From an optimization exercise on the open Yosys and OpenROAD flow, aimed at small area, a short achievable clock period and few clock cycles; shortcuts taken in it are not production practice.
In this exercise RTL edits were held to simulation tests only and were not proved equivalent to the original.
Power is estimated from default activity; no workload was simulated.

[standard.sh]
#!/bin/bash
# synth_recipe.tcl (not shown) runs the flow's synth.tcl, then flattens the netlist and writes it again
# the make line also repeats each setting of config.mk as NAME=value (left out here)
make -C /OpenROAD-flow-scripts/flow DESIGN_CONFIG=/design/flow/config.mk WORK_HOME=/design/flow/orfs CLKGATE_MAP_FILE= SYNTH_SCRIPT=/design/flow/synth_recipe.tcl "${@:-finish}"
[design.v]
module cpu_cache (
	input clk,
	input reset_n,
	output readM1,
	output [15:0] address1,
	input [15:0] instData00,
	input [15:0] instData01,
	input [15:0] instData10,
	input [15:0] instData11,
	input [1:0] instReady,
	output readM2,
	output writeM2,
	output [15:0] address2,
	input [15:0] memData00,
	input [15:0] memData01,
	input [15:0] memData10,
	input [15:0] memData11,
	input [1:0] memReadReady,
	input [1:0] memWriteReady,
	output [15:0] evicted2_address,
	output [15:0] evicted2_00,
	output [15:0] evicted2_01,
	output [15:0] evicted2_10,
	output [15:0] evicted2_11,
	output reg [15:0] num_inst,
	output reg [15:0] output_port,
	output reg is_halted
);
	function flow;
		input [15:0] w;
		flow = (w[15:12] == 4'd9) | (w[15:12] == 4'd10) |
			((w[15:12] == 4'd15) & ((w[5:0] == 6'd25) | (w[5:0] == 6'd26) | (w[5:0] == 6'd29))) |
			((w[15:14] == 2'b00) & w[7]);
	endfunction
	function reads;
		input [15:0] w;
		input [1:0] r;
		reads = ((w[11:10] == r) & ~((w[15:12] == 4'd6) | (w[15:12] == 4'd9) | (w[15:12] == 4'd10) |
				(w[15:12] == 4'd11) | (w[15:12] == 4'd12) | (w[15:12] == 4'd13) | (w[15:12] == 4'd14))) |
			((w[9:8] == r) & (((w[15:12] == 4'd15) & (w[5:2] == 4'd0)) | (w[15:12] == 4'd8) |
				(w[15:12] == 4'd0) | (w[15:12] == 4'd1)));
	endfunction
	reg [1:0] st1, st2r, st2w;
	always @(posedge clk) begin
		st1 <= instReady;
		st2r <= memReadReady;
		st2w <= memWriteReady;
	end
	wire idle1 = (st1 == 2'd2);
	wire idle2r = (st2r == 2'd2);
	wire rdy1 = (instReady == 2'd1);
	wire rdy2 = (memReadReady == 2'd1);
	reg [15:0] pc;
	reg id_v;
	reg [15:0] id_ins;
	reg fa, fb;           
	reg [3:0] ra, rb;     
	reg luse;             
	reg mem_v, mem_fw, mem_ld, mem_st, mem_wwd, mem_hlt;
	reg [1:0] mem_rd;
	reg [15:0] mem_res;
	reg [15:0] mem_sd;
	reg mem_hD, mem_mR;   
	reg [15:0] rf0, rf1, rf2, rf3;
	reg [13:0] tagI;      
	reg hasI;             
	reg vI;               
	reg [3:0] flI;        
	reg [13:0] tagS;
	reg vS;
	reg [15:0] iS0, iS1, iS2, iS3;
	reg [3:0] flS;
	reg rq1;              
	reg [15:0] a1;        
	reg rq2;              
	reg wq;               
	reg [13:0] tagR;      
	reg hasR;
	reg vR;               
	reg [13:0] tagD;      
	reg vD, dirtyD;
	reg [15:0] dS0, dS1, dS2, dS3;
	reg pk;               
	reg [1:0] pk_w;       
	wire [13:0] pcb = pc[15:2];
	wire mS = vS & (tagS == pcb);
	wire mI = hasI & (tagI == pcb);
	wire ihit = mS | (mI & (vI | rdy1));
	reg [15:0] wS, wI;
	always @(*) begin
		case (pc[1:0])
			2'd0: begin wS = iS0; wI = instData00; end
			2'd1: begin wS = iS1; wI = instData01; end
			2'd2: begin wS = iS2; wI = instData10; end
			default: begin wS = iS3; wI = instData11; end
		endcase
	end
	wire [15:0] fetched = mS ? wS : wI;
	wire [3:0] flcur = mS ? flS : flI;
	wire fetched_fl = (mS | vI) & flcur[pc[1:0]];
	assign readM1 = rq1;
	assign address1 = a1;
	wire take1 = rq1 & idle1;
	wire copy = take1 & vI & ~mS;
	wire [3:0] op = id_ins[15:12];
	wire [1:0] rs = id_ins[11:10];
	wire [1:0] rt = id_ins[9:8];
	wire [1:0] rd = id_ins[7:6];
	wire [5:0] fn = id_ins[5:0];
	wire [7:0] imm = id_ins[7:0];
	wire [15:0] simm = {{8{imm[7]}}, imm};
	wire isR = (op == 4'd15);
	wire isAlu = isR & (fn[5:3] == 3'd0);
	wire isJPR = isR & (fn == 6'd25);
	wire isJRL = isR & (fn == 6'd26);
	wire isWWD = isR & (fn == 6'd28);
	wire isHLT = isR & (fn == 6'd29);
	wire isADI = (op == 4'd4);
	wire isORI = (op == 4'd5);
	wire isLHI = (op == 4'd6);
	wire isLWD = (op == 4'd7);
	wire isSWD = (op == 4'd8);
	wire isBr = (op[3:2] == 2'b00);
	wire isJMP = (op == 4'd9);
	wire isJAL = (op == 4'd10);
	wire [15:0] rfa = ({16{ra[3]}} & rf3) | ({16{ra[2]}} & rf2) | ({16{ra[1]}} & rf1) | ({16{ra[0]}} & rf0);
	wire [15:0] rfb = ({16{rb[3]}} & rf3) | ({16{rb[2]}} & rf2) | ({16{rb[1]}} & rf1) | ({16{rb[0]}} & rf0);
	wire [15:0] a = fa ? mem_res : rfa;
	wire [15:0] b = fb ? mem_res : rfb;
	wire [15:0] addr;
	add16 u_addr (.x(a), .y(simm), .ci(1'b0), .s(addr));
	wire aSub = fn[2:0] == 3'd1;
	wire [15:0] asum;
	add16 u_asum (.x(a), .y(b ^ {16{aSub}}), .ci(aSub), .s(asum));
	wire [15:0] neg = ~a + 16'd1;
	reg [15:0] other;
	always @(*) begin
		if (isAlu) begin
			case (fn[2:0])
				3'd2: other = a & b;
				3'd3: other = a | b;
				3'd4: other = ~a;
				3'd5: other = neg;
				3'd6: other = {a[14:0], 1'b0};
				default: other = {a[15], a[15:1]};
			endcase
		end else if (isORI) other = a | {8'd0, imm};
		else if (isLHI) other = {imm, 8'd0};
		else if (isWWD) other = a;
		else other = pc;     
	end
	wire selAddr = isADI | isLWD | isSWD;
	wire selSum = isAlu & ((fn[2:0] == 3'd0) | aSub);
	wire selOther = ~selAddr & ~selSum;
	wire [15:0] res = ({16{selAddr}} & addr) | ({16{selSum}} & asum) | ({16{selOther}} & other);
	wire a_eq_b = (a == b);
	wire a_zero = (a == 16'd0);
	reg bcond;
	always @(*) begin
		case (op[1:0])
			2'd0: bcond = ~a_eq_b;
			2'd1: bcond = a_eq_b;
			2'd2: bcond = ~a[15] & ~a_zero;
			default: bcond = a[15];
		endcase
	end
	wire [15:0] btarget;
	add16 u_btarget (.x(pc), .y(simm), .ci(1'b0), .s(btarget));
	wire taken = (isBr & bcond) | isJMP | isJAL | isJPR | isJRL;
	wire [15:0] target = isBr ? btarget : ((isJMP | isJAL) ? {4'd0, id_ins[11:0]} : a);
	wire wen = isAlu | isADI | isORI | isLHI | isLWD | isJAL | isJRL;
	wire ex_fw = wen & ~isLWD;
	wire [1:0] wrd = (isJAL | isJRL) ? 2'd2 : (isR ? rd : rt);
	wire [13:0] ab = mem_res[15:2];
	wire [1:0] aw = mem_res[1:0];
	wire rok = vR | rdy2;
	assign readM2 = rq2;
	assign writeM2 = wq;
	assign address2 = mem_res;
	assign evicted2_address = {tagD, 2'b00};
	assign evicted2_00 = dS0;
	assign evicted2_01 = dS1;
	assign evicted2_10 = dS2;
	assign evicted2_11 = dS3;
	wire take2 = rq2 & idle2r;
	wire st_hit = mem_v & mem_st & mem_hD & ~pk;
	wire okW = ~(vD & dirtyD) | wq;            
	wire st_fill = mem_v & mem_st & ~mem_hD & mem_mR & okW & ~pk;    
	wire st_alloc = st_fill & rok;                                   
	wire park = mem_v & mem_st & ~mem_hD & ~pk & okW & (take2 | (mem_mR & ~rok));
	wire pk_alloc = pk & rok;
	reg [15:0] wD, wR;
	always @(*) begin
		case (aw)
			2'd0: begin wD = dS0; wR = memData00; end
			2'd1: begin wD = dS1; wR = memData01; end
			2'd2: begin wD = dS2; wR = memData10; end
			default: begin wD = dS3; wR = memData11; end
		endcase
	end
	wire [15:0] ldata = mem_hD ? wD : wR;
	wire mem_done = ~mem_v | (mem_ld ? (~pk & (mem_hD | (mem_mR & rok))) : (mem_st ? (~pk & (mem_hD | st_alloc | park)) : 1'b1));
	wire mem_stall = ~mem_done;
	wire retire = mem_v & mem_done & ~is_halted;
	wire wb_en = mem_v & (mem_fw | mem_ld);
	wire [13:0] tagR_n = take2 ? ab : tagR;
	wire hasR_n = hasR | take2;
	wire dirtyD_n = st_hit | st_alloc | pk_alloc | (dirtyD & ~wq);
	wire pk_n = (pk & ~pk_alloc) | park;
	wire ex_go = id_v & ~luse;              
	wire ex_fire = ex_go & ~mem_stall;
	wire redirect = ex_fire & taken;
	wire hold = id_v & ~ex_fire;            
	wire adv = ihit & ~hold & ~redirect;    
	wire [15:0] pc_inc = pc + 16'd1;
	wire [15:0] pc_n = redirect ? target : (adv ? pc_inc : pc);
	wire id_v_n = hold | (ihit & ~redirect);
	wire [15:0] id_ins_n = adv ? fetched : id_ins;
	wire faS = mem_v & mem_fw & (mem_rd == (id_v ? rs : fetched[11:10]));
	wire fbS = mem_v & mem_fw & (mem_rd == (id_v ? rt : fetched[9:8]));
	wire luS = mem_v & mem_ld & (id_v ? reads(id_ins, mem_rd) : reads(fetched, mem_rd));
	wire faG = ex_go & ex_fw & (wrd == fetched[11:10]);
	wire fbG = ex_go & ex_fw & (wrd == fetched[9:8]);
	wire luG = ex_go & isLWD & reads(fetched, wrd);
	wire fa_n = mem_stall ? faS : faG;
	wire fb_n = mem_stall ? fbS : fbG;
	wire luse_n = mem_stall ? luS : luG;
	wire [3:0] ra_n = hold ? ra : (4'd1 << fetched[11:10]);
	wire [3:0] rb_n = hold ? rb : (4'd1 << fetched[9:8]);
	wire hDg_old = vD & (addr[15:2] == tagD);
	wire mRg = hasR_n & (addr[15:2] == tagR_n);
	wire hDg = (st_alloc | pk_alloc) ? mRg : hDg_old;     
	wire memG = ex_go & (isLWD | isSWD);
	wire hD_n = mem_stall ? (pk_alloc ? mem_mR : mem_hD) : hDg;
	wire mR_n = mem_stall ? (mem_mR | take2) : mRg;
	wire rq2S = mem_v & (mem_ld | mem_st) & ~mem_hD & ~mem_mR & ~take2;
	wire rq2G = memG & ~hDg & ~mRg;
	wire rq2_n = (memWriteReady != 2'd0) & ~pk_n & (mem_stall ? rq2S : rq2G);
	wire wqS = mem_v & mem_st & ~mem_hD & vD & dirtyD & ~wq;
	wire wqG = ex_go & isSWD & ~hDg & (vD | st_alloc) & dirtyD_n;
	wire wq_n = (memWriteReady == 2'd2) & (mem_stall ? wqS : wqG);
	wire [13:0] pfb = pcb + 14'd1;
	wire m_nxt = (vS & (tagS == pfb)) | (hasI & (tagI == pfb));
	wire m_cur = mS | mI;
	wire [13:0] tk = isBr ? btarget[15:2] : (isJMP | isJAL) ? {4'd0, id_ins[11:2]} : a[15:2];
	wire m_tgtS = vS & (tagS == tk);
	wire m_tgtI = hasI & (tagI == tk);
	wire m_tgt = m_tgtS | m_tgtI;
	wire demR = ~m_tgt;
	wire demA = ~((pc[1:0] == 2'd3) ? m_nxt : m_cur) & ~fetched_fl;
	wire demH = ~m_cur & ~(id_v & flow(id_ins));
	wire demE = ~m_cur;
	wire dem_n = redirect ? demR : (adv ? demA : (hold ? demH : demE));
	wire [3:0] ahead = {1'b1, pc[1:0] != 2'd3, ~pc[1], pc[1:0] == 2'd0};
	wire pf = ~take1 & ~(id_v & (flow(id_ins) | isBr)) & (mS | (mI & vI)) & ~|(flcur & ahead) & ~m_nxt;
	wire [15:0] a1_n = pf ? {pfb, 2'b00} : pc_n;
	always @(posedge clk) begin
		if (!reset_n) begin
			pc <= 16'd0;
			id_v <= 1'b0;
			fa <= 1'b0;
			fb <= 1'b0;
			ra <= 4'd0;
			rb <= 4'd0;
			luse <= 1'b0;
			mem_v <= 1'b0;
			num_inst <= 16'd0;
			output_port <= 16'd0;
			is_halted <= 1'b0;
			rf0 <= 16'd0;
			rf1 <= 16'd0;
			rf2 <= 16'd0;
			rf3 <= 16'd0;
			hasI <= 1'b0;
			vI <= 1'b0;
			vS <= 1'b0;
			rq1 <= 1'b1;
			a1 <= 16'd0;
			rq2 <= 1'b0;
			wq <= 1'b0;
			hasR <= 1'b0;
			vR <= 1'b0;
			vD <= 1'b0;
			dirtyD <= 1'b0;
			pk <= 1'b0;
			mem_hD <= 1'b0;
			mem_mR <= 1'b0;
		end else begin
			if (take1) begin
				tagI <= a1[15:2];
				hasI <= 1'b1;
				vI <= 1'b0;
			end else if (hasI & rdy1) begin
				vI <= 1'b1;
			end
			if (hasI & rdy1) flI <= {flow(instData11), flow(instData10), flow(instData01), flow(instData00)};
			if (copy) begin
				tagS <= tagI;
				vS <= 1'b1;
				flS <= flI;
				iS0 <= instData00;
				iS1 <= instData01;
				iS2 <= instData10;
				iS3 <= instData11;
			end
			rq1 <= dem_n | pf;
			a1 <= a1_n;
			pc <= pc_n;
			id_v <= id_v_n;
			id_ins <= id_ins_n;
			fa <= fa_n;
			fb <= fb_n;
			ra <= ra_n;
			rb <= rb_n;
			luse <= luse_n;
			if (~mem_stall) begin
				mem_v <= ex_fire;
				mem_fw <= ex_fw;
				mem_ld <= isLWD;
				mem_st <= isSWD;
				mem_wwd <= isWWD;
				mem_hlt <= isHLT;
				mem_rd <= wrd;
				mem_res <= res;
				mem_sd <= b;
			end
			mem_hD <= hD_n;
			mem_mR <= mR_n;
			rq2 <= rq2_n;
			wq <= wq_n;
			tagR <= tagR_n;
			hasR <= hasR_n;
			if (take2) vR <= 1'b0;
			else if (hasR & rdy2) vR <= 1'b1;
			dirtyD <= dirtyD_n;
			if (st_alloc) begin
				vD <= 1'b1;
				tagD <= ab;
			end else if (pk_alloc) begin
				vD <= 1'b1;
				tagD <= tagR;
			end
			pk <= pk_n;
			if (park) pk_w <= aw;
			if (st_hit | park) begin
				case (aw)
					2'd0: dS0 <= mem_sd;
					2'd1: dS1 <= mem_sd;
					2'd2: dS2 <= mem_sd;
					default: dS3 <= mem_sd;
				endcase
			end else if (st_fill) begin
				dS0 <= (aw == 2'd0) ? mem_sd : memData00;
				dS1 <= (aw == 2'd1) ? mem_sd : memData01;
				dS2 <= (aw == 2'd2) ? mem_sd : memData10;
				dS3 <= (aw == 2'd3) ? mem_sd : memData11;
			end else if (pk) begin
				if (pk_w != 2'd0) dS0 <= memData00;
				if (pk_w != 2'd1) dS1 <= memData01;
				if (pk_w != 2'd2) dS2 <= memData10;
				if (pk_w != 2'd3) dS3 <= memData11;
			end
			if (retire) begin
				num_inst <= num_inst + 16'd1;
				if (mem_wwd) output_port <= mem_res;
				if (mem_hlt) is_halted <= 1'b1;
			end
			if (wb_en) begin
				case (mem_rd)
					2'd0: rf0 <= mem_ld ? ldata : mem_res;
					2'd1: rf1 <= mem_ld ? ldata : mem_res;
					2'd2: rf2 <= mem_ld ? ldata : mem_res;
					default: rf3 <= mem_ld ? ldata : mem_res;
				endcase
			end
		end
	end
endmodule
module add16 (
	input [15:0] x,
	input [15:0] y,
	input ci,
	output [15:0] s
);
	wire [15:0] p0 = x ^ y;
	wire [15:0] g0 = x & y;
	wire [15:0] g1, p1, g2, p2, g3, p3, g4;
	wire [15:0] gi = {g0[15:1], g0[0] | (p0[0] & ci)};
	genvar i;
	generate
		for (i = 0; i < 16; i = i + 1) begin : l1
			if (i >= 1) begin
				assign g1[i] = gi[i] | (p0[i] & gi[i - 1]);
				assign p1[i] = p0[i] & p0[i - 1];
			end else begin
				assign g1[i] = gi[i];
				assign p1[i] = p0[i];
			end
		end
		for (i = 0; i < 16; i = i + 1) begin : l2
			if (i >= 2) begin
				assign g2[i] = g1[i] | (p1[i] & g1[i - 2]);
				assign p2[i] = p1[i] & p1[i - 2];
			end else begin
				assign g2[i] = g1[i];
				assign p2[i] = p1[i];
			end
		end
		for (i = 0; i < 16; i = i + 1) begin : l3
			if (i >= 4) begin
				assign g3[i] = g2[i] | (p2[i] & g2[i - 4]);
				assign p3[i] = p2[i] & p2[i - 4];
			end else begin
				assign g3[i] = g2[i];
				assign p3[i] = p2[i];
			end
		end
		for (i = 0; i < 16; i = i + 1) begin : l4
			if (i >= 8) begin
				assign g4[i] = g3[i] | (p3[i] & g3[i - 8]);
			end else begin
				assign g4[i] = g3[i];
			end
		end
	endgenerate
	assign s = p0 ^ {g4[14:0], ci};
endmodule
[config.mk]
export PLATFORM = sky130hd
export DESIGN_NAME = cpu_cache
export DESIGN_NICKNAME = cpu_cache
export VERILOG_FILES = /design/flow/design.v
export SDC_FILE = /design/flow/constraint.sdc
export NUM_CORES = 8
export LEC_CHECK = 0
export CAP_MARGIN = 20
export CORE_MARGIN = 2
export CORE_UTILIZATION = 40
export SLEW_MARGIN = 20
[flow/run.sh]
#!/bin/bash
# The standard layout (standard.sh), with three changes to how it is made:
#  - ports are buffered with sky130_fd_sc_hd__buf_1 instead of the delay buffer
#    that buffer_ports picks by default,
#  - timing repair aims for 7 ns of setup slack (the SDC is unchanged),
#  - the clock tree clusters up to 25 sinks within 70 um.
# The make output goes to flow.log in this folder; ORFS keeps each step's log
# under orfs/logs.
set -euo pipefail
bash standard.sh \
  "BUFFER_PORTS_ARGS=-buffer_cell sky130_fd_sc_hd__buf_1" \
  SETUP_SLACK_MARGIN=7 \
  CTS_CLUSTER_SIZE=25 \
  CTS_CLUSTER_DIAMETER=70 \
  finish > flow.log 2>&1
[constraint.sdc]
create_clock -name core_clock -period 11.0 [get_ports {clk}]
set_input_delay 2.2000 -clock core_clock [delete_from_list [all_inputs] [get_ports {clk}]]
set_output_delay 2.2000 -clock core_clock [all_outputs]
set_load 0.01 [all_outputs]
==> run_summary.xml, run 1 <==
<?xml version="1.0" encoding="UTF-8"?>
<metrics>
  <group name="layout">
    <metric name="fin_nets" unit="">3321</metric>
    <metric name="drive_above_1_share" unit="%">17.4</metric>
    <metric name="layout-area-overhead-vs-synth" unit="%">20.3</metric>
    <metric name="final_common_cell" unit="">nand2_1</metric>
    <metric name="mostFrequentLayoutCells" unit="">nand2_1 (330), buf_1 (278), edfxtp_1 (249)</metric>
    <metric name="fin_area" unit="um2">31400</metric>
  </group>
  <group name="sta">
    <metric name="maxSlewHeadroom" unit="%">23.6</metric>
    <metric name="period_share" unit="%">37.5</metric>
    <metric name="final.setup.tns" unit="ps">0</metric>
    <metric name="maxSlewViolCount" unit="">0</metric>
    <metric name="final.setup.worst_slack" unit="ps">6880</metric>
    <metric name="worst_pin_slew" unit="ps">1150</metric>
    <metric name="fmax" unit="MHz">242</metric>
    <metric name="post-route-min-period" unit="ps">4120</metric>
    <metric name="report.final.hold_viol_count" unit="">0</metric>
    <metric name="skew" unit="ps">37.8</metric>
    <metric name="hold_slack" unit="ps">432</metric>
    <metric name="timing.final.setup_violations" unit="">0</metric>
    <metric name="rsz0062_at_grt" unit="">true</metric>
  </group>
  <group name="global_route">
    <metric name="grtUsageTotal" unit="%">29.6</metric>
    <metric name="grt_pass1_vias" unit="">24150</metric>
    <metric name="antenna_violations_before_repair" unit="">1</metric>
    <metric name="global_route_wire_length_before_repair" unit="mm">152</metric>
    <metric name="pin_count_of_the_biggest_net_entering_global_routing" unit="">131</metric>
    <metric name="global_route.overflow_total" unit="">0</metric>
  </group>
  <group name="worst_setup_path">
    <metric name="worstSetupPathType" unit="">reg2reg</metric>
    <metric name="cp_num_buf_inv" unit="">1</metric>
    <metric name="worstPathArrival" unit="ps">4560</metric>
    <metric name="crit_path_cell_trace" unit="">a22o_1 &gt; o31a_1 &gt; buf_4 &gt; ha_1 &gt; nor4_4 &gt; nand4_1 &gt; xnor2_1 &gt; o21ai_1 &gt; a21oi_2 &gt; a31oi_4 &gt; or4_4 &gt; or3_4 &gt; xnor2_2 &gt; nand2_1 &gt; a21oi_2</metric>
    <metric name="timing.critical_path.to_type" unit="">flop</metric>
    <metric name="crit_family" unit="">simple AND/OR/NAND/NOR gates</metric>
    <metric name="crit_fanout" unit="">17</metric>
    <metric name="startpoint_type" unit="">flop</metric>
    <metric name="cp_slowest_stage_delay" unit="ps">500</metric>
    <metric name="critPathRequiredTime" unit="ps">11440</metric>
    <metric name="crit_slowest_cell" unit="">or4_4</metric>
    <metric name="cpMostUsedCell" unit="">a21oi_2</metric>
  </group>
  <group name="placed_design">
    <metric name="place_hpwl" unit="mm">72.8</metric>
    <metric name="placement.setup.worst_slack" unit="ps">5680</metric>
    <metric name="portBuffers" unit="">281</metric>
    <metric name="place_area" unit="um2">28100</metric>
    <metric name="gpl.final_weighted_congestion" unit="">0.999</metric>
  </group>
  <group name="synth">
    <metric name="synth_cell_types" unit="">90</metric>
    <metric name="seq_area_frac_synth" unit="%">40.9</metric>
    <metric name="post_synth_inst_count" unit="">2817</metric>
    <metric name="flip_flop_and_latch_count_after_synthesis" unit="">408</metric>
    <metric name="post_synth_instance_area" unit="um2">26100</metric>
    <metric name="postSynthAreaPerCell" unit="um2">9.26</metric>
    <metric name="yosysWarningCount" unit="">1</metric>
    <metric name="dominantRegCellSynth" unit="">edfxtp_1</metric>
    <metric name="asyncSetResetFlopFracSynth" unit="%">0</metric>
    <metric name="synth_edf_count" unit="">249</metric>
  </group>
  <group name="cts">
    <metric name="numClockSinks" unit="">408</metric>
    <metric name="clock_pin_transition_on_the_worst_setup_and_hold_timing_paths" unit="ps">80</metric>
    <metric name="cts.path.max_buffers" unit="">3</metric>
    <metric name="clock_tree_from_tritoncts" unit="">yes</metric>
    <metric name="cts_hold_repair.buffers" unit="">0</metric>
    <metric name="cts_inserted_buffers" unit="">36</metric>
    <metric name="cts_max_level" unit="">2</metric>
    <metric name="ctsRootBufferMaster" unit="">clkbuf_16</metric>
    <metric name="clock_insertion_delay_at_the_later_pin_of_the_skew_report" unit="ps">610</metric>
  </group>
  <group name="floorplan">
    <metric name="placementRows" unit="">93</metric>
    <metric name="floorplan.die_area" unit="um2">67300</metric>
    <metric name="fp.dieH" unit="um">259</metric>
    <metric name="io_pins" unit="">284</metric>
    <metric name="effective_utilization_at_floorplan" unit="%">40.5</metric>
    <metric name="placeableCoreArea" unit="um2">64500</metric>
    <metric name="fp.dieW" unit="um">259</metric>
  </group>
  <group name="drt">
    <metric name="post-route-drc-count" unit="">0</metric>
    <metric name="drt_total_wl" unit="mm">103</metric>
    <metric name="detail_route.first_pass.iterations" unit="">7</metric>
    <metric name="wl_per_instance" unit="um">25.9</metric>
    <metric name="drt-initial-drc-count" unit="">3090</metric>
    <metric name="route.vias.total" unit="">24819</metric>
    <metric name="route.detailed.vias_per_inst" unit="">6.24</metric>
    <metric name="ant_nets" unit="">0</metric>
  </group>
  <group name="power">
    <metric name="power" unit="mW">3.22</metric>
    <metric name="leakagePower" unit="nW">11.2</metric>
    <metric name="vdd_ir_drop_max" unit="mV">0.0977</metric>
    <metric name="power_per_cell_area" unit="nW/um2">103</metric>
  </group>
  <group name="hold_path">
    <metric name="worstHoldPathType" unit="">reg2reg</metric>
  </group>
  <group name="run_status">
    <metric name="status" unit="">complete, no violations</metric>
  </group>
  <group name="job">
    <metric name="cap_violations" unit="">0</metric>
  </group>
</metrics>
## power by group
part           switching (mW)  internal (mW)
registers              0.0238           1.63
logic                   0.100         0.0651
clock network           0.714          0.692
## registers in the layout (all words and copies together) (netlist names), 16 cells and up
| register | count |
|---|---|
| a1 | 16 |
| iS2 | 16 |
| iS0 | 16 |
| num_inst | 16 |
| dS2 | 16 |
| mem_sd | 16 |
| id_ins | 16 |
| dS1 | 16 |
| rf0 | 16 |
| rf3 | 16 |
| dS3 | 16 |
| iS3 | 16 |
| pc | 16 |
| iS1 | 16 |
| dS0 | 16 |
| rf2 | 16 |
| mem_res | 16 |
| rf1 | 16 |
| output_port | 16 |
## final timing paths
check	from	slack (ps)	to	cells after the start
max	ra[1]	6880	pc[15]	15
min	a1[9]	430	tagI[7]	0
max reg2reg	ra[1]	6880	pc[15]	15
min reg2reg	a1[9]	430	tagI[7]	0
## layout make-up
cell class / instances / area, um2
Fill cell: 6168 / 33100
Multi-Input combinational cell: 2104 / 15400
Sequential cell: 408 / 10700
Timing Repair Buffer: 429 / 2450
Tap cell: 855 / 1070
Clock buffer: 39 / 935
Inverter: 112 / 465
Clock inverter: 27 / 357
Antenna cell: 2 / 5.00
## synth_stat cells, types with 86 or more instances
library cell / count / area share (%)
a21oi_1: 226 / 4.3
clkbuf_1: 162 / 2.3
dfxtp_1: 159 / 12
edfxtp_1: 249 / 29
ha_1: 91 / 4.4
inv_1: 107 / 1.5
mux2_2: 86 / 3.7
nand2_1: 343 / 4.9
nand3_1: 91 / 1.7
nor2_1: 204 / 2.9
o21ai_0: 108 / 2.1
xnor2_1: 139 / 4.7
## metrics by stage
step | instances | utilization [%]
detailed placement | 3809 | 43.7
CTS | 3943 | 47.6
finish | 3976 | 48.7
floorplan | 2818 | -
global placement | 3809 | 43.7
global route | 3975 | 48.7
## metal layers
| layer | GRT usage [%] | vias up | share of wire (%) |
|---|---|---|---|
| li1 | - | 11013 | - |
| met1 | 38.4 | 12197 | 40 |
| met2 | 48.3 | 1348 | 47 |
| met3 | 4.22 | 261 | 7.8 |
| met4 | 14.4 | 0 | 5.4 |
| met5 | 0 | - | 0 |
## worst register-to-register path: stages, from the launching register on
cell and delay [ps]:
dfxtp_4 430, a22o_1 260, o31a_1 240, buf_4 210, ha_1 360, nor4_4 300, nand4_1 300, xnor2_1 250
o21ai_1 110, a21oi_2 210, a31oi_4 150, or4_4 510, or3_4 380, xnor2_2 140, nand2_1 90, a21oi_2 50
## timing repair
item | CTS | global route
endpoints found under the setup margin | 260 | 136
pin swaps | 46 | 41
hold endpoints to repair | 0 | 0
setup buffers | 65 | 29
cloned | 3 | 2
resized for setup | 158 | 111
## cell families after synthesis
logic type | synth area share [%]
XOR/XNOR | 7.06
AO/OA/AOI/OAI | 18.6
AND/OR/NAND/NOR | 16.3
adder cells (fa/ha/maj) | 4.59
multiplexers | 7.98
flip-flops | 40.9
other | 0.0144
buffers and inverters | 4.53
Testbench counts, summed over its fixed seeds: cycles 243,786.
==> inputs of run 2 (changes only) <==
--- a/design.v
+++ b/design.v
@@ -127,11 +127,9 @@
 	wire [15:0] rfb = ({16{rb[3]}} & rf3) | ({16{rb[2]}} & rf2) | ({16{rb[1]}} & rf1) | ({16{rb[0]}} & rf0);
 	wire [15:0] a = fa ? mem_res : rfa;
 	wire [15:0] b = fb ? mem_res : rfb;
+	wire aSub = isR & (fn[2:0] == 3'd1);
 	wire [15:0] addr;
-	add16 u_addr (.x(a), .y(simm), .ci(1'b0), .s(addr));
-	wire aSub = fn[2:0] == 3'd1;
-	wire [15:0] asum;
-	add16 u_asum (.x(a), .y(b ^ {16{aSub}}), .ci(aSub), .s(asum));
+	add16 u_addr (.x(a), .y(isR ? (b ^ {16{aSub}}) : simm), .ci(aSub), .s(addr));
 	wire [15:0] neg = ~a + 16'd1;
 	reg [15:0] other;
 	always @(*) begin
@@ -149,10 +147,8 @@
 		else if (isWWD) other = a;
 		else other = pc;     
 	end
-	wire selAddr = isADI | isLWD | isSWD;
-	wire selSum = isAlu & ((fn[2:0] == 3'd0) | aSub);
-	wire selOther = ~selAddr & ~selSum;
-	wire [15:0] res = ({16{selAddr}} & addr) | ({16{selSum}} & asum) | ({16{selOther}} & other);
+	wire selAddr = isADI | isLWD | isSWD | (isAlu & ((fn[2:0] == 3'd0) | (fn[2:0] == 3'd1)));
+	wire [15:0] res = selAddr ? addr : other;
 	wire a_eq_b = (a == b);
 	wire a_zero = (a == 16'd0);
 	reg bcond;
==> flow/run.sh (replaced) <==
#!/bin/bash
# The standard layout (standard.sh), with three changes to how it is made:
#  - ports are buffered with sky130_fd_sc_hd__buf_1 instead of the delay buffer
#    that buffer_ports picks by default,
#  - timing repair aims for 6.8 ns of setup slack (the SDC is unchanged),
#  - the clock tree clusters up to 25 sinks within 70 um.
# The make output goes to flow.log in this folder; ORFS keeps each step's log
# under orfs/logs.
set -euo pipefail
bash standard.sh \
  "BUFFER_PORTS_ARGS=-buffer_cell sky130_fd_sc_hd__buf_1" \
  SETUP_SLACK_MARGIN=6.8 \
  CTS_CLUSTER_SIZE=25 \
  CTS_CLUSTER_DIAMETER=70 \
  finish > flow.log 2>&1
==> run 2 against run 1 <==
Die area shrank 2.2%. Sequential share of layout area grew 1.9 points. Combinational power hardly changed. Total power fell by 3.8%. Clock skew fell by 11 ps. Fmax shrank 2.5%. Clock power is 9% lower. Final area decreased by 5.4%. Utilization decreased by 1.6 points.
==> run_summary.xml, run 2 <==
<?xml version="1.0" encoding="UTF-8"?>
<metrics>
  <group name="sta">
    <metric name="worst_pin_slew" unit="ps">1020</metric>
    <metric name="rsz0062_at_grt" unit="">true</metric>
    <metric name="final.setup.tns" unit="ps">0</metric>
    <metric name="timing.final.setup_violations" unit="">0</metric>
    <metric name="maxSlewHeadroom" unit="%">31.5</metric>
    <metric name="fmax" unit="MHz">236</metric>
    <metric name="maxSlewViolCount" unit="">0</metric>
    <metric name="post-route-min-period" unit="ps">4230</metric>
    <metric name="skew" unit="ps">27.1</metric>
    <metric name="period_share" unit="%">38.5</metric>
    <metric name="report.final.hold_viol_count" unit="">0</metric>
  </group>
  <group name="worst_setup_path">
    <metric name="crit_family" unit="">compound AO/OA/AOI/OAI gates</metric>
    <metric name="r2r.worst_path.cells" unit="">15</metric>
    <metric name="regToRegEndpoint" unit="">rq2</metric>
    <metric name="regToRegSetupSlack" unit="ps">6770</metric>
    <metric name="critical_path_cell_count" unit="">15</metric>
    <metric name="startpoint_of_the_worst_setup_timing_path" unit="">ra[0]</metric>
    <metric name="critPathRequiredTime" unit="ps">11570</metric>
    <metric name="crit_slowest_cell" unit="">fa_2</metric>
    <metric name="crit-reg2reg-launch" unit="">ra[0]</metric>
    <metric name="crit_fanout" unit="">14</metric>
    <metric name="worstPathArrival" unit="ps">4800</metric>
    <metric name="worstSetupPathType" unit="">reg2reg</metric>
    <metric name="cpMostUsedCell" unit="">fa_2</metric>
    <metric name="timing.critical_path.to_type" unit="">flop</metric>
    <metric name="cp_slowest_stage_delay" unit="ps">390</metric>
    <metric name="cp-endpoint" unit="">rq2</metric>
    <metric name="cp_num_buf_inv" unit="">1</metric>
    <metric name="crit_path_cell_trace" unit="">buf_6 &gt; a22o_1 &gt; o31a_1 &gt; fa_2 &gt; fa_2 &gt; a21o_4 &gt; a221o_1 &gt; a211o_1 &gt; a31o_2 &gt; a21oi_4 &gt; xor2_2 &gt; xor2_1 &gt; and4b_2 &gt; or3_1 &gt; a21oi_1</metric>
    <metric name="startpoint_type" unit="">flop</metric>
  </group>
  <group name="global_route">
    <metric name="pin_count_of_the_biggest_net_entering_global_routing" unit="">76</metric>
    <metric name="global_route.overflow_total" unit="">0</metric>
    <metric name="antenna_violations_before_repair" unit="">0</metric>
    <metric name="grt_pass1_vias" unit="">22428</metric>
    <metric name="global_route_wire_length_before_repair" unit="mm">143</metric>
    <metric name="grtUsageTotal" unit="%">28.2</metric>
  </group>
  <group name="layout">
    <metric name="final_common_cell" unit="">nand2_1</metric>
    <metric name="fin_nets" unit="">3108</metric>
    <metric name="finalCoreUtilization" unit="%">47.1</metric>
    <metric name="insertedDiodeCount" unit="">0</metric>
    <metric name="mostFrequentLayoutCells" unit="">nand2_1 (304), buf_1 (280), edfxtp_1 (249)</metric>
    <metric name="fillerInstances" unit="">6049</metric>
    <metric name="layout-area-overhead-vs-synth" unit="%">16.4</metric>
    <metric name="drive_above_1_share" unit="%">13.9</metric>
  </group>
  <group name="synth">
    <metric name="post-synth-top-area-fraction" unit="%">29.3</metric>
    <metric name="post-synth-top-area-cell" unit="">edfxtp_1</metric>
    <metric name="synth_top_cells_by_area" unit="">edfxtp_1 (29%), dfxtp_1 (12%), nand2_1 (4.5%), a21oi_1 (4.2%), mux4_2 (4.0%)</metric>
    <metric name="synth_edf_count" unit="">249</metric>
    <metric name="flip_flop_and_latch_count_after_synthesis" unit="">408</metric>
    <metric name="yosys.cell_count.top_type" unit="">nand2_1</metric>
    <metric name="dominantRegCellSynth" unit="">edfxtp_1</metric>
    <metric name="post_synth_inst_count" unit="">2652</metric>
    <metric name="synth_cell_types" unit="">93</metric>
    <metric name="ys_top_cells_by_count" unit="">nand2_1 (305), edfxtp_1 (249), a21oi_1 (213), nor2_1 (176), dfxtp_1 (159)</metric>
    <metric name="seq_area_frac_synth" unit="%">41.8</metric>
    <metric name="postSynthAreaPerCell" unit="um2">9.62</metric>
    <metric name="post_synth_instance_area" unit="um2">25500</metric>
    <metric name="asyncSetResetFlopFracSynth" unit="%">0</metric>
    <metric name="yosysWarningCount" unit="">1</metric>
  </group>
  <group name="cts">
    <metric name="cts_hold_repair.buffers" unit="">0</metric>
    <metric name="numClockSinks" unit="">408</metric>
    <metric name="cts.path.max_buffers" unit="">3</metric>
    <metric name="clock_pin_transition_on_the_worst_setup_and_hold_timing_paths" unit="ps">90</metric>
    <metric name="cts_inserted_buffers" unit="">31</metric>
    <metric name="ctsRootBufferMaster" unit="">clkbuf_16</metric>
    <metric name="cts_max_level" unit="">1</metric>
    <metric name="clock_insertion_delay_at_the_later_pin_of_the_skew_report" unit="ps">640</metric>
    <metric name="clock_tree_from_tritoncts" unit="">yes</metric>
  </group>
  <group name="floorplan">
    <metric name="effective_utilization_at_floorplan" unit="%">40.4</metric>
    <metric name="placeableCoreArea" unit="um2">63100</metric>
    <metric name="fp.dieW" unit="um">257</metric>
    <metric name="io_pins" unit="">284</metric>
    <metric name="fp.dieH" unit="um">257</metric>
    <metric name="floorplan.die_area" unit="um2">65800</metric>
    <metric name="placementRows" unit="">92</metric>
  </group>
  <group name="power">
    <metric name="p_clk_share" unit="%">41.5</metric>
    <metric name="power.share.switching" unit="%">26.2</metric>
    <metric name="leakagePower" unit="nW">10.4</metric>
    <metric name="cellInternalPower" unit="mW">2.29</metric>
    <metric name="power.share.sequential" unit="%">53.2</metric>
    <metric name="vdd_ir_drop_max" unit="mV">0.134</metric>
    <metric name="pwr-share-comb" unit="%">5.3</metric>
    <metric name="power_per_cell_area" unit="nW/um2">104</metric>
    <metric name="power_switching" unit="mW">0.814</metric>
  </group>
  <group name="drt">
    <metric name="drt-initial-drc-count" unit="">2460</metric>
    <metric name="met1_length" unit="mm">38.6</metric>
    <metric name="drt_total_wl" unit="mm">96.7</metric>
    <metric name="post-route-drc-count" unit="">0</metric>
    <metric name="route.detailed.vias_per_inst" unit="">6.18</metric>
    <metric name="ant_nets" unit="">0</metric>
    <metric name="route.vias.total" unit="">23312</metric>
    <metric name="wl_per_instance" unit="um">25.6</metric>
    <metric name="top_signal_layer_used" unit="">met4</metric>
    <metric name="detail_route.first_pass.iterations" unit="">6</metric>
    <metric name="met2RoutedLength" unit="mm">43.9</metric>
    <metric name="wl_met3" unit="mm">8.68</metric>
  </group>
  <group name="run_status">
    <metric name="status" unit="">complete, no violations</metric>
  </group>
  <group name="hold_path">
    <metric name="worstHoldPathType" unit="">reg2reg</metric>
    <metric name="min-delay-start" unit="">a1[14]</metric>
  </group>
  <group name="placed_design">
    <metric name="gpl.final_weighted_congestion" unit="">0.971</metric>
    <metric name="place_hpwl" unit="mm">67.9</metric>
    <metric name="portBuffers" unit="">281</metric>
  </group>
  <group name="job">
    <metric name="cap_violations" unit="">0</metric>
  </group>
</metrics>
==> run 2: changes by cell type in the layout (fill, tap and decap cells not counted), moves of 21 or more <==
cell,delta
a211oi_1,+23
xor2_1,+27
xnor2_1,-33
nor2_1,-21
buf_4,-21
nand2_1,-26
==> run 2: worst min-delay path by stage <==
stage	end	slack, ps	depth (start not counted)
global route	tagI[9]	460	0
floorplan	tagS[10]	420	0
global placement	tagI[7]	420	0
detailed placement	tagI[13]	420	0
finish	tagI[12]	440	0
CTS	tagI[12]	440	0
==> run 2: logic make-up (layout without fill, tap and decap cells) <==
| group | count (synthesis) | count (layout) | synth area share, % |
|---|---|---|---|
| AOI/OAI and AO/OA | 703 | 704 | 18.5 |
| xor gates and xnor gates | 196 | 196 | 7.12 |
| adders and majority gates | 71 | 71 | 3.57 |
| buffers and inverters | 293 | 564 | 4.62 |
| DFF | 408 | 408 | 41.8 |
| muxes | 168 | 168 | 9.20 |
| other | 1 | 2 | 0.0147 |
| and+or+nand+nor | 812 | 812 | 15.1 |
==> run 2: area by class of cell <==
class                           count  area [um2]  area share [%]
Multi-Input combinational cell   1953       14100            47.7
Sequential cell                   408       10700            36.0
Timing Repair Buffer              398        2230            7.50
Tap cell                          846        1060            3.57
Clock buffer                       34         808            2.72
Inverter                          108         414            1.40
Clock inverter                     23         340            1.15
Timing Repair inverter              1        7.51          0.0253
==> run 2: through the flow <==
| stage | total power [mW] | setup slack [ps] | hold slack [ps] | cell area, um2 | std cells |
|---|---|---|---|---|---|
| after floorplan | 1.76 | 6770 | 424 | 25700 | 2653 |
| after global placement | 1.83 | 5740 | 417 | 27400 | 3639 |
| after detailed placement | 1.84 | 5650 | 421 | 27400 | 3640 |
| after CTS | 3.12 | 6620 | 442 | 29400 | 3763 |
| after global routing | 3.19 | 6570 | 464 | 29700 | 3771 |
| final | 3.10 | 6770 | 439 | 29700 | 3771 |
==> run 2: timing repair <==
item / 4_1_cts / 5_1_grt
buffers inserted: 60 / 6
setup endpoints to repair: 128 / 74
pin swaps: 4 / 8
cloned: 6 / 0
gates resized for setup: 54 / 46
==> run 2: power groups by stage <==
stage | registers (mW) | logic, mW | clock network, mW
finish | 1.65 | 0.165 | 1.29
global route | 1.65 | 0.177 | 1.36
CTS | 1.65 | 0.164 | 1.31
detailed placement | 1.69 | 0.149 | 0
global placement | 1.69 | 0.145 | 0
floorplan | 1.67 | 0.0913 | 0
==> run 2: metal layers <==
metal	up-vias	global-route usage (%)
met2	1382	45.4
met1	11310	36.8
li1	10362	-
met4	0	13.3
met3	258	4.97
met5	-	0
Testbench counts of run 2, summed over its fixed seeds: cycles 243,786.
==> inputs of run 3 (changes only) <==
==> flow/run.sh (replaced) <==
#!/bin/bash
# The standard layout (standard.sh), with three changes to how it is made:
#  - ports are buffered with sky130_fd_sc_hd__buf_1 instead of the delay buffer
#    that buffer_ports picks by default,
#  - timing repair aims for 6.8 ns of setup slack (the SDC is unchanged),
#  - the clock tree clusters up to 25 sinks within 75 um.
# The make output goes to flow.log in this folder; ORFS keeps each step's log
# under orfs/logs.
set -euo pipefail
bash standard.sh \
  "BUFFER_PORTS_ARGS=-buffer_cell sky130_fd_sc_hd__buf_1" \
  SETUP_SLACK_MARGIN=6.8 \
  CTS_CLUSTER_SIZE=25 \
  CTS_CLUSTER_DIAMETER=75 \
  finish > flow.log 2>&1
==> run 3 against run 2 <==
Combinational power about the same. Synthesized area unchanged. Final area about the same. Utilization about the same. Clock-buffer cell count down 2.
==> run_summary.xml, run 3 <==
<?xml version="1.0" encoding="UTF-8"?>
<metrics>
  <group name="global_route">
    <metric name="global_route.usage.met2" unit="%">45.5</metric>
    <metric name="global_route.overflow_total" unit="">0</metric>
    <metric name="grtUsageMet1" unit="%">37.1</metric>
    <metric name="globalRouteMet3Util" unit="%">4.56</metric>
    <metric name="antenna_violations_before_repair" unit="">1</metric>
    <metric name="pin_count_of_the_biggest_net_entering_global_routing" unit="">76</metric>
    <metric name="grtUsageTotal" unit="%">28.3</metric>
    <metric name="globalRoute.busiestLayer" unit="">met2</metric>
    <metric name="grt_pass1_vias" unit="">22458</metric>
    <metric name="global_route_wire_length_before_repair" unit="mm">143</metric>
  </group>
  <group name="power">
    <metric name="power_per_cell_area" unit="nW/um2">104</metric>
    <metric name="leakagePower" unit="nW">10.5</metric>
    <metric name="vdd_ir_drop_max" unit="mV">0.134</metric>
  </group>
  <group name="placed_design">
    <metric name="gpl.final_weighted_congestion" unit="">0.971</metric>
    <metric name="place_hpwl" unit="mm">67.9</metric>
    <metric name="placement.setup.worst_slack" unit="ps">5650</metric>
    <metric name="placedCellCount" unit="">3640</metric>
    <metric name="portBuffers" unit="">281</metric>
  </group>
  <group name="synth">
    <metric name="dominantRegCellSynth" unit="">edfxtp_1</metric>
    <metric name="yosysWarningCount" unit="">1</metric>
    <metric name="post-synth-top-area-cell" unit="">edfxtp_1</metric>
    <metric name="synth_top_cells_by_area" unit="">edfxtp_1 (29%), dfxtp_1 (12%), nand2_1 (4.5%), a21oi_1 (4.2%), mux4_2 (4.0%)</metric>
    <metric name="seq_area_frac_synth" unit="%">41.8</metric>
    <metric name="flip_flop_and_latch_count_after_synthesis" unit="">408</metric>
    <metric name="post-synth-top-area-fraction" unit="%">29.3</metric>
    <metric name="synth_cell_types" unit="">93</metric>
    <metric name="ys_top_cells_by_count" unit="">nand2_1 (305), edfxtp_1 (249), a21oi_1 (213), nor2_1 (176), dfxtp_1 (159)</metric>
    <metric name="postSynthAreaPerCell" unit="um2">9.62</metric>
    <metric name="asyncSetResetFlopFracSynth" unit="%">0</metric>
    <metric name="post_synth_inst_count" unit="">2652</metric>
    <metric name="yosys.cell_count.top_type" unit="">nand2_1</metric>
    <metric name="post_synth_instance_area" unit="um2">25500</metric>
    <metric name="synth_edf_count" unit="">249</metric>
  </group>
  <group name="layout">
    <metric name="layoutNonFillerInstCount" unit="">3773</metric>
    <metric name="drive_above_1_share" unit="%">14.0</metric>
    <metric name="final_common_cell" unit="">nand2_1</metric>
    <metric name="fin_nets" unit="">3109</metric>
    <metric name="layout-area-overhead-vs-synth" unit="%">16.3</metric>
    <metric name="fillerInstances" unit="">6060</metric>
    <metric name="mostFrequentLayoutCells" unit="">nand2_1 (304), buf_1 (280), edfxtp_1 (249)</metric>
  </group>
  <group name="cts">
    <metric name="clock_tree_from_tritoncts" unit="">yes</metric>
    <metric name="cts_hold_repair.buffers" unit="">0</metric>
    <metric name="cts_max_level" unit="">1</metric>
    <metric name="ctsRootBufferMaster" unit="">clkbuf_16</metric>
    <metric name="clock_insertion_delay_at_the_later_pin_of_the_skew_report" unit="ps">640</metric>
    <metric name="clock_pin_transition_on_the_worst_setup_and_hold_timing_paths" unit="ps">100</metric>
    <metric name="cts_inserted_buffers" unit="">31</metric>
    <metric name="cts.path.max_buffers" unit="">3</metric>
    <metric name="numClockSinks" unit="">408</metric>
  </group>
  <group name="sta">
    <metric name="post-route-min-period" unit="ps">4230</metric>
    <metric name="report.final.hold_viol_count" unit="">0</metric>
    <metric name="period_share" unit="%">38.4</metric>
    <metric name="final.setup.tns" unit="ps">0</metric>
    <metric name="hold_slack" unit="ps">437</metric>
    <metric name="maxSlewViolCount" unit="">0</metric>
    <metric name="final.setup.worst_slack" unit="ps">6770</metric>
    <metric name="rsz0062_at_grt" unit="">true</metric>
    <metric name="worst_pin_slew" unit="ps">999</metric>
    <metric name="maxSlewHeadroom" unit="%">33.2</metric>
    <metric name="timing.final.setup_violations" unit="">0</metric>
    <metric name="skew" unit="ps">25.8</metric>
    <metric name="fmax" unit="MHz">237</metric>
  </group>
  <group name="worst_setup_path">
    <metric name="regToRegSetupSlack" unit="ps">6770</metric>
    <metric name="crit_path_cell_trace" unit="">buf_6 &gt; a22o_1 &gt; o31a_1 &gt; fa_2 &gt; fa_2 &gt; a21o_4 &gt; a221o_1 &gt; a211o_1 &gt; a31o_2 &gt; a21oi_4 &gt; xor2_2 &gt; xor2_1 &gt; and4b_2 &gt; or3_1 &gt; a21oi_1</metric>
    <metric name="worstPathArrival" unit="ps">4800</metric>
    <metric name="critPathRequiredTime" unit="ps">11570</metric>
    <metric name="crit_slowest_cell" unit="">fa_2</metric>
    <metric name="worstSetupPathType" unit="">reg2reg</metric>
    <metric name="crit-reg2reg-launch" unit="">ra[0]</metric>
    <metric name="crit_family" unit="">compound AO/OA/AOI/OAI gates</metric>
    <metric name="regToRegEndpoint" unit="">rq2</metric>
    <metric name="cp_slowest_stage_delay" unit="ps">390</metric>
    <metric name="cp_num_buf_inv" unit="">1</metric>
    <metric name="cpMostUsedCell" unit="">fa_2</metric>
    <metric name="r2r.worst_path.cells" unit="">15</metric>
    <metric name="startpoint_type" unit="">flop</metric>
    <metric name="crit_fanout" unit="">14</metric>
    <metric name="timing.critical_path.to_type" unit="">flop</metric>
  </group>
  <group name="hold_path">
    <metric name="hold_path_end" unit="">tagI[12]</metric>
    <metric name="min-delay-start" unit="">a1[14]</metric>
    <metric name="worstHoldPathType" unit="">reg2reg</metric>
    <metric name="min_path_cells" unit="">0</metric>
  </group>
  <group name="floorplan">
    <metric name="effective_utilization_at_floorplan" unit="%">40.4</metric>
    <metric name="fp.dieH" unit="um">257</metric>
    <metric name="fp.dieW" unit="um">257</metric>
    <metric name="placeableCoreArea" unit="um2">63100</metric>
    <metric name="placementRows" unit="">92</metric>
    <metric name="io_pins" unit="">284</metric>
    <metric name="floorplan.die_area" unit="um2">65800</metric>
  </group>
  <group name="drt">
    <metric name="post-route-drc-count" unit="">0</metric>
    <metric name="route.detailed.vias_per_inst" unit="">6.20</metric>
    <metric name="detail_route.first_pass.iterations" unit="">6</metric>
    <metric name="wl_per_instance" unit="um">25.7</metric>
    <metric name="ant_nets" unit="">0</metric>
    <metric name="drt_total_wl" unit="mm">96.8</metric>
    <metric name="route.vias.total" unit="">23386</metric>
    <metric name="drt-initial-drc-count" unit="">2673</metric>
  </group>
  <group name="run_status">
    <metric name="status" unit="">complete, no violations</metric>
  </group>
  <group name="job">
    <metric name="cap_violations" unit="">0</metric>
  </group>
</metrics>
-- run 3: changes by cell type in the layout (fill, tap and decap cells not counted), moves of 2 or more --
cell / delta
inv_8: -2
buf_4: +2
clkinvlp_4: -2
clkinv_2: +2
-- run 3: layout make-up --
class / count / area, um2 / share of cell area, %
Antenna cell: 1 / 2.50 / 0.00843
Timing Repair inverter: 1 / 7.51 / 0.0253
Inverter: 108 / 412 / 1.39
Timing Repair Buffer: 399 / 2220 / 7.49
Multi-Input combinational cell: 1953 / 14200 / 47.7
Clock inverter: 25 / 350 / 1.18
Clock buffer: 32 / 779 / 2.63
Sequential cell: 408 / 10700 / 36.0
Tap cell: 846 / 1060 / 3.57
-- run 3: cell families after synthesis --
group	after synthesis	share of synthesized area, %
other	1	0.0147
adder cells (fa/ha/maj)	71	3.57
AND/OR/NAND/NOR	812	15.1
AO/OA/AOI/OAI	703	18.5
multiplexers	168	9.20
buffers and inverters	293	4.62
flip-flops	408	41.8
XOR/XNOR	196	7.12
-- run 3: per-layer routing --
layer / share of wire (%) / wire (um)
met5: 0.013 / 13
met4: 5.6 / 5430
met3: 8.5 / 8210
met2: 46 / 44200
met1: 40 / 39000
-- run 3: worst max-delay path by stage --
stage | startpoint | end | cells after the start
2_1_floorplan | memReadReady[0] | id_ins[0] | 7
3_3_place_gp | reset_n | iS0[11] | 6
3_5_place_dp | reset_n | iS2[11] | 6
4_1_cts | rb[0] | rq2 | 17
5_1_grt | rb[0] | wq | 17
6_report | ra[0] | rq2 | 15
-- run 3: timing repair --
| action | 4_1_cts | 5_1_grt |
|---|---|---|
| resized for setup | 54 | 48 |
| pin swaps | 4 | 9 |
| endpoints found under the setup margin | 127 | 73 |
| setup buffers | 60 | 6 |
| gates cloned | 6 | 0 |
-- run 3: stage by stage --
step | power (mW) | area, um2 | utilization [%]
2_1_floorplan | 1.76 | 25700 | -
3_3_place_gp | 1.83 | 27400 | 43.4
3_5_place_dp | 1.84 | 27400 | 43.4
4_1_cts | 3.12 | 29400 | 46.6
5_1_grt | 3.18 | 29700 | 47.0
6_report | 3.09 | 29700 | 47.0
-- run 3: report_power, final --
part	leakage (nW)	switching, mW	internal [mW]
clock network	0.551	0.704	0.577
registers	3.59	0.0201	1.63
logic	6.31	0.0988	0.0668
==> inputs of run 4 (changes only) <==
==> flow/run.sh (replaced) <==
#!/bin/bash
# The standard layout (standard.sh), with four changes to how it is made:
#  - ports are buffered with sky130_fd_sc_hd__buf_1 instead of the delay buffer
#    that buffer_ports picks by default,
#  - timing repair aims for 6.8 ns of setup slack (the SDC is unchanged),
#  - the clock tree clusters up to 25 sinks within 70 um,
#  - repair_design aims 5% (not 20%) below the library's max-slew limits.
# The make output goes to flow.log in this folder; ORFS keeps each step's log
# under orfs/logs.
set -euo pipefail
bash standard.sh \
  "BUFFER_PORTS_ARGS=-buffer_cell sky130_fd_sc_hd__buf_1" \
  SETUP_SLACK_MARGIN=6.8 \
  CTS_CLUSTER_SIZE=25 \
  CTS_CLUSTER_DIAMETER=70 \
  SLEW_MARGIN=5 \
  finish > flow.log 2>&1
==> run 4 against run 3 <==
Still clean on timing, DRC and antenna. Critical path depth is 1 higher. Setup slack better by 29 ps. Wire length is 0.35% lower. Utilization is 0.31 points higher.
==> run_summary.xml, run 4 <==
<?xml version="1.0" encoding="UTF-8"?>
<metrics>
  <group name="cts">
    <metric name="cts.path.max_buffers" unit="">3</metric>
    <metric name="ctsRootBufferMaster" unit="">clkbuf_16</metric>
    <metric name="cts_max_level" unit="">2</metric>
    <metric name="clock_pin_transition_on_the_worst_setup_and_hold_timing_paths" unit="ps">90</metric>
    <metric name="cts_inserted_buffers" unit="">35</metric>
    <metric name="clock_insertion_delay_at_the_later_pin_of_the_skew_report" unit="ps">610</metric>
    <metric name="numClockSinks" unit="">408</metric>
    <metric name="clock_tree_from_tritoncts" unit="">yes</metric>
  </group>
  <group name="synth">
    <metric name="synth_edf_count" unit="">249</metric>
    <metric name="yosys.cell_count.top_type" unit="">nand2_1</metric>
    <metric name="asyncSetResetFlopFracSynth" unit="%">0</metric>
    <metric name="synth_top_cells_by_area" unit="">edfxtp_1 (29%), dfxtp_1 (12%), nand2_1 (4.5%), a21oi_1 (4.2%), mux4_2 (4.0%)</metric>
    <metric name="post_synth_inst_count" unit="">2652</metric>
    <metric name="flip_flop_and_latch_count_after_synthesis" unit="">408</metric>
    <metric name="ys_top_cells_by_count" unit="">nand2_1 (305), edfxtp_1 (249), a21oi_1 (213), nor2_1 (176), dfxtp_1 (159)</metric>
    <metric name="postSynthAreaPerCell" unit="um2">9.62</metric>
    <metric name="post-synth-top-area-cell" unit="">edfxtp_1</metric>
    <metric name="seq_area_frac_synth" unit="%">41.8</metric>
    <metric name="post-synth-top-area-fraction" unit="%">29.3</metric>
    <metric name="dominantRegCellSynth" unit="">edfxtp_1</metric>
    <metric name="synth_cell_types" unit="">93</metric>
    <metric name="yosysWarningCount" unit="">1</metric>
    <metric name="post_synth_instance_area" unit="um2">25500</metric>
  </group>
  <group name="floorplan">
    <metric name="floorplan.die_area" unit="um2">65800</metric>
    <metric name="placeableCoreArea" unit="um2">63100</metric>
    <metric name="io_pins" unit="">284</metric>
    <metric name="fp.dieW" unit="um">257</metric>
    <metric name="fp.dieH" unit="um">257</metric>
    <metric name="placementRows" unit="">92</metric>
    <metric name="effective_utilization_at_floorplan" unit="%">40.4</metric>
  </group>
  <group name="layout">
    <metric name="final_common_cell" unit="">nand2_1</metric>
    <metric name="insertedDiodeCount" unit="">0</metric>
    <metric name="mostFrequentLayoutCells" unit="">nand2_1 (303), buf_1 (280), edfxtp_1 (249)</metric>
    <metric name="fin_nets" unit="">3113</metric>
    <metric name="layout-area-overhead-vs-synth" unit="%">17.1</metric>
    <metric name="layoutNonFillerInstCount" unit="">3779</metric>
    <metric name="drive_above_1_share" unit="%">14.5</metric>
  </group>
  <group name="drt">
    <metric name="wl_per_instance" unit="um">25.5</metric>
    <metric name="route.vias.total" unit="">23527</metric>
    <metric name="post-route-drc-count" unit="">0</metric>
    <metric name="route.detailed.vias_per_inst" unit="">6.23</metric>
    <metric name="drt-initial-drc-count" unit="">2710</metric>
    <metric name="detail_route.first_pass.iterations" unit="">11</metric>
    <metric name="ant_nets" unit="">0</metric>
    <metric name="drt_total_wl" unit="mm">96.5</metric>
  </group>
  <group name="power">
    <metric name="p_clk_share" unit="%">43.8</metric>
    <metric name="power.share.sequential" unit="%">51.1</metric>
    <metric name="vdd_ir_drop_max" unit="mV">0.134</metric>
    <metric name="cellInternalPower" unit="mW">2.38</metric>
    <metric name="leakagePower" unit="nW">10.5</metric>
    <metric name="power.share.switching" unit="%">26.2</metric>
    <metric name="power_switching" unit="mW">0.844</metric>
    <metric name="pwr-share-comb" unit="%">5.1</metric>
    <metric name="power_per_cell_area" unit="nW/um2">108</metric>
  </group>
  <group name="global_route">
    <metric name="global_route.overflow_total" unit="">0</metric>
    <metric name="pin_count_of_the_biggest_net_entering_global_routing" unit="">76</metric>
    <metric name="antenna_violations_before_repair" unit="">1</metric>
    <metric name="grtUsageTotal" unit="%">28.3</metric>
    <metric name="global_route_wire_length_before_repair" unit="mm">144</metric>
    <metric name="grt_pass1_vias" unit="">22492</metric>
  </group>
  <group name="job">
    <metric name="cap_violations" unit="">0</metric>
  </group>
  <group name="sta">
    <metric name="hold_slack" unit="ps">434</metric>
    <metric name="post-route-min-period" unit="ps">4200</metric>
    <metric name="maxSlewViolCount" unit="">0</metric>
    <metric name="worst_pin_slew" unit="ps">980</metric>
    <metric name="fmax" unit="MHz">238</metric>
    <metric name="report.final.hold_viol_count" unit="">0</metric>
    <metric name="timing.final.setup_violations" unit="">0</metric>
    <metric name="skew" unit="ps">49.0</metric>
    <metric name="period_share" unit="%">38.2</metric>
    <metric name="final.setup.tns" unit="ps">0</metric>
    <metric name="maxSlewHeadroom" unit="%">34.4</metric>
    <metric name="rsz0062_at_grt" unit="">true</metric>
  </group>
  <group name="hold_path">
    <metric name="worstHoldPathType" unit="">reg2reg</metric>
  </group>
  <group name="worst_setup_path">
    <metric name="worstPathArrival" unit="ps">4720</metric>
    <metric name="crit_path_cell_trace" unit="">buf_12 &gt; o21a_4 &gt; xor2_2 &gt; o21ai_1 &gt; fa_2 &gt; fa_2 &gt; a21o_4 &gt; a221o_1 &gt; a211o_1 &gt; a31o_2 &gt; a21oi_4 &gt; xor2_2 &gt; xor2_1 &gt; and4b_1 &gt; or3_1 &gt; a21oi_1</metric>
    <metric name="crit_fanout" unit="">3</metric>
    <metric name="startpoint_type" unit="">flop</metric>
    <metric name="crit_slowest_cell" unit="">edfxtp_1</metric>
    <metric name="timing.critical_path.to_type" unit="">flop</metric>
    <metric name="critPathRequiredTime" unit="ps">11520</metric>
    <metric name="worstSetupPathType" unit="">reg2reg</metric>
    <metric name="cp_slowest_stage_delay" unit="ps">440</metric>
  </group>
  <group name="placed_design">
    <metric name="place_hpwl" unit="mm">67.9</metric>
    <metric name="placedCellCount" unit="">3641</metric>
    <metric name="portBuffers" unit="">281</metric>
    <metric name="gpl.final_weighted_congestion" unit="">0.971</metric>
  </group>
  <group name="run_status">
    <metric name="status" unit="">complete, no violations</metric>
  </group>
</metrics>
-- run 4: path summary, 6_finish.rpt --
kind                    from  endpoint  slack (ps)  cells past startpoint
setup / recovery  mem_res[0]       rq2        6800                     16
hold / removal        a1[14]  tagI[12]         430                      0
setup reg to reg  mem_res[0]       rq2        6800                     16
hold reg to reg       a1[14]  tagI[12]         430                      0
-- run 4: cell families (layout without fill, tap and decap cells) --
kind of cell               count (synthesis)  in the layout  share of synthesized area (%)
and+or+nand+nor                          812            812                           15.1
AOI/OAI and AO/OA                        703            704                           18.5
DFF                                      408            408                           41.8
buffers and inverters                    293            572                           4.62
xor gates and xnor gates                 196            196                           7.12
muxes                                    168            168                           9.20
adders and majority gates                 71             71                           3.57
other                                      1              2                         0.0147
-- run 4: per-stage QoR --
step / total power [mW] / util [%] / worst slack [ps] / cell area, um2
global route: 3.32 / 47.3 / 6650 / 29900
global placement: 1.83 / 43.4 / 5740 / 27400
detailed placement: 1.84 / 43.4 / 5650 / 27400
CTS: 3.24 / 46.7 / 6680 / 29500
finish: 3.23 / 47.3 / 6800 / 29900
floorplan: 1.76 / - / 6770 / 25700
-- run 4: what timing repair did --
item                                    in CTS  in global routing
endpoints found under the setup margin     134                 77
pin swaps                                   18                 11
cloned                                       6                  0
gates resized for setup                     59                 49
buffers inserted                            53                 13
hold buffers                                 0                  0
-- run 4: per-layer routing --
metal	global-route usage (%)	up-vias	part of all wire (%)
met1	37.8	11487	41
met5	0	-	0.0083
met2	44.8	1384	45
met4	14.0	2	5.4
met3	4.46	274	8.7
li1	-	10380	-
-- run 4: power groups by stage --
stage / Clock, mW / Sequential (mW) / Combinational (mW)
floorplan: 0 / 1.67 / 0.0913
global placement: 0 / 1.69 / 0.145
detailed placement: 0 / 1.69 / 0.149
CTS: 1.43 / 1.65 / 0.162
global route: 1.49 / 1.65 / 0.175
finish: 1.41 / 1.65 / 0.164
-- run 4: worst max-delay path: cells and delay by family (launching register included) --
kind                       cells  cell delay, ps
AOI/OAI and AO/OA              8            1750
xor gates and xnor gates       3             420
adders and majority gates      2             790
buffers and inverters          1             160
DFF                            1             440
and+or+nand+nor                2             570
-- run 4: final cells by class --
cell class / count / area (um2)
multi-input cells: 1953 / 14200
flip-flops and latches: 408 / 10700
fillers: 6078 / 33200
clock buffers: 38 / 907
repair inverters: 1 / 7.51
repair buffers: 399 / 2180
well taps: 846 / 1060
clock inverters: 26 / 388
inverters: 108 / 412
==> inputs of run 5 (changes only) <==
==> flow/run.sh (replaced) <==
#!/bin/bash
# The standard layout (standard.sh), with four changes to how it is made:
#  - ports are buffered with sky130_fd_sc_hd__buf_1 instead of the delay buffer
#    that buffer_ports picks by default,
#  - timing repair aims for 6.8 ns of setup slack (the SDC is unchanged),
#  - the clock tree clusters up to 25 sinks within 80 um,
#  - repair_design aims 5% (not 20%) below the library's max-slew limits.
# The make output goes to flow.log in this folder; ORFS keeps each step's log
# under orfs/logs.
set -euo pipefail
bash standard.sh \
  "BUFFER_PORTS_ARGS=-buffer_cell sky130_fd_sc_hd__buf_1" \
  SETUP_SLACK_MARGIN=6.8 \
  CTS_CLUSTER_SIZE=25 \
  CTS_CLUSTER_DIAMETER=80 \
  SLEW_MARGIN=5 \
  finish > flow.log 2>&1
==> run 5 against run 4 <==
Sequential power is essentially flat. Largest cell class unchanged. Setup slack gained 4.1 ps. Synthesized cell count is the same. Non-clock buffer count grew 4. Critical path type unchanged. Critical path depth shrank 1. Clock power shrank 11%. Via count shrank 0.58%. Final area shrank 0.38%. Worst hold slack gained 2.0 ps. Clock skew shrank 24 ps. Flip-flop and latch count is the same.
==> run_summary.xml, run 5 <==
<?xml version="1.0" encoding="UTF-8"?>
<metrics>
  <group name="placed_design">
    <metric name="gpl.final_weighted_congestion" unit="">0.971</metric>
    <metric name="place_hpwl" unit="mm">67.9</metric>
  </group>
  <group name="sta">
    <metric name="hold_slack" unit="ps">436</metric>
    <metric name="period_share" unit="%">38.1</metric>
    <metric name="maxSlewHeadroom" unit="%">31.4</metric>
    <metric name="maxSlewViolCount" unit="">0</metric>
    <metric name="report.final.hold_viol_count" unit="">0</metric>
    <metric name="worst_pin_slew" unit="ps">1020</metric>
    <metric name="rsz0062_at_grt" unit="">true</metric>
    <metric name="skew" unit="ps">25.1</metric>
  </group>
  <group name="cts">
    <metric name="cts_inserted_buffers" unit="">30</metric>
    <metric name="cts.path.max_buffers" unit="">3</metric>
    <metric name="numClockSinks" unit="">408</metric>
  </group>
  <group name="drt">
    <metric name="detail_route.first_pass.iterations" unit="">6</metric>
    <metric name="ant_nets" unit="">0</metric>
    <metric name="drt-initial-drc-count" unit="">2610</metric>
  </group>
  <group name="global_route">
    <metric name="globalRoute.busiestLayer" unit="">met2</metric>
    <metric name="global_route.usage.met2" unit="%">45.5</metric>
    <metric name="grtUsageMet1" unit="%">37.7</metric>
  </group>
  <group name="synth">
    <metric name="synth_top_cells_by_area" unit="">edfxtp_1 (29%), dfxtp_1 (12%), nand2_1 (4.5%), a21oi_1 (4.2%), mux4_2 (4.0%)</metric>
    <metric name="dominantRegCellSynth" unit="">edfxtp_1</metric>
    <metric name="post_synth_inst_count" unit="">2652</metric>
    <metric name="asyncSetResetFlopFracSynth" unit="%">0</metric>
  </group>
  <group name="power">
    <metric name="power.share.sequential" unit="%">53.5</metric>
    <metric name="p_clk_share" unit="%">41.1</metric>
  </group>
  <group name="worst_setup_path">
    <metric name="worstPathArrival" unit="ps">4760</metric>
    <metric name="crit-reg2reg-launch" unit="">ra[0]</metric>
    <metric name="startpoint_of_the_worst_setup_timing_path" unit="">ra[0]</metric>
  </group>
  <group name="hold_path">
    <metric name="worstHoldPathType" unit="">reg2reg</metric>
  </group>
  <group name="run_status">
    <metric name="status" unit="">complete, no violations</metric>
  </group>
  <group name="layout">
    <metric name="final_common_cell" unit="">nand2_1</metric>
    <metric name="fin_nets" unit="">3112</metric>
    <metric name="mostFrequentLayoutCells" unit="">nand2_1 (304), buf_1 (280), edfxtp_1 (249)</metric>
  </group>
  <group name="floorplan">
    <metric name="effective_utilization_at_floorplan" unit="%">40.4</metric>
  </group>
</metrics>
[run 5: metal layers]
metal,vias to the layer above,wire [um]
li1,10365,-
met1,11503,39300
met2,1277,44100
met3,245,8090
met4,0,4940
met5,-,0
[run 5: stage by stage]
step / setup WS, ps / std cells / power [mW]
CTS: 6690 / 3762 / 3.09
detailed placement: 5650 / 3641 / 1.84
finish: 6810 / 3775 / 3.08
global placement: 5740 / 3639 / 1.83
floorplan: 6770 / 2653 / 1.76
global route: 6640 / 3775 / 3.16
[run 5: logic make-up after synthesis]
| group | count (synthesis) | share of synthesized area (%) |
|---|---|---|
| and+or+nand+nor | 812 | 15.1 |
| AOI/OAI and AO/OA | 703 | 18.5 |
| DFF | 408 | 41.8 |
| buffers and inverters | 293 | 4.62 |
| xor gates and xnor gates | 196 | 7.12 |
| muxes | 168 | 9.20 |
| adders and majority gates | 71 | 3.57 |
| other | 1 | 0.0147 |
[run 5: worst min path at each step]
| stage | slack [ps] | to | cells past startpoint | start |
|---|---|---|---|---|
| after floorplan | 420 | tagS[10] | 0 | tagI[10] |
| after global placement | 420 | tagI[7] | 0 | a1[9] |
| after detailed placement | 420 | tagI[12] | 0 | a1[14] |
| after CTS | 440 | tagI[12] | 0 | a1[14] |
| after global routing | 460 | tagI[5] | 0 | a1[7] |
| final | 440 | tagI[12] | 0 | a1[14] |
[run 5: power groups by stage]
stage               clock network, mW  logic (mW)  registers [mW]
floorplan                           0      0.0913            1.67
global placement                    0       0.145            1.69
detailed placement                  0       0.149            1.69
CTS                              1.29       0.162            1.65
global route                     1.34       0.176            1.65
finish                           1.26       0.165            1.65
[run 5: layout make-up]
class,instances,area [um2]
Timing Repair Buffer,403,2240
Tap cell,846,1060
Clock inverter,22,283
Clock buffer,34,818
Fill cell,6072,33300
Multi-Input combinational cell,1953,14200
Inverter,108,414
Sequential cell,408,10700
Timing Repair inverter,1,7.51
[run 5: repair_timing]
| item | CTS | global route |
|---|---|---|
| gates resized for setup | 58 | 54 |
| hold buffers | 0 | 0 |
| gates cloned | 6 | 0 |
| endpoints found under the setup margin | 127 | 79 |
| pin swaps | 15 | 8 |
| buffers inserted | 59 | 10 |
[run 5: critical path: stages, from the launching register on]
cell,delay (ps)
dfxtp_1,350
buf_4,210
a22o_1,220
o31a_1,320
fa_2,390
fa_2,390
a21o_4,230
a221o_1,290
a211o_1,290
a31o_2,270
a21oi_4,160
xor2_2,190
xor2_1,90
and4b_1,220
or3_1,350
a21oi_1,150

Setup slack of run 5, layout unchanged: 6.807 ns with ideal ports, 6.807 ns with driving cells assumed (clock clkbuf_16, inputs buf_2), 6.327 ns with port delays also shifted by the 0.686 ns mid clock arrival.
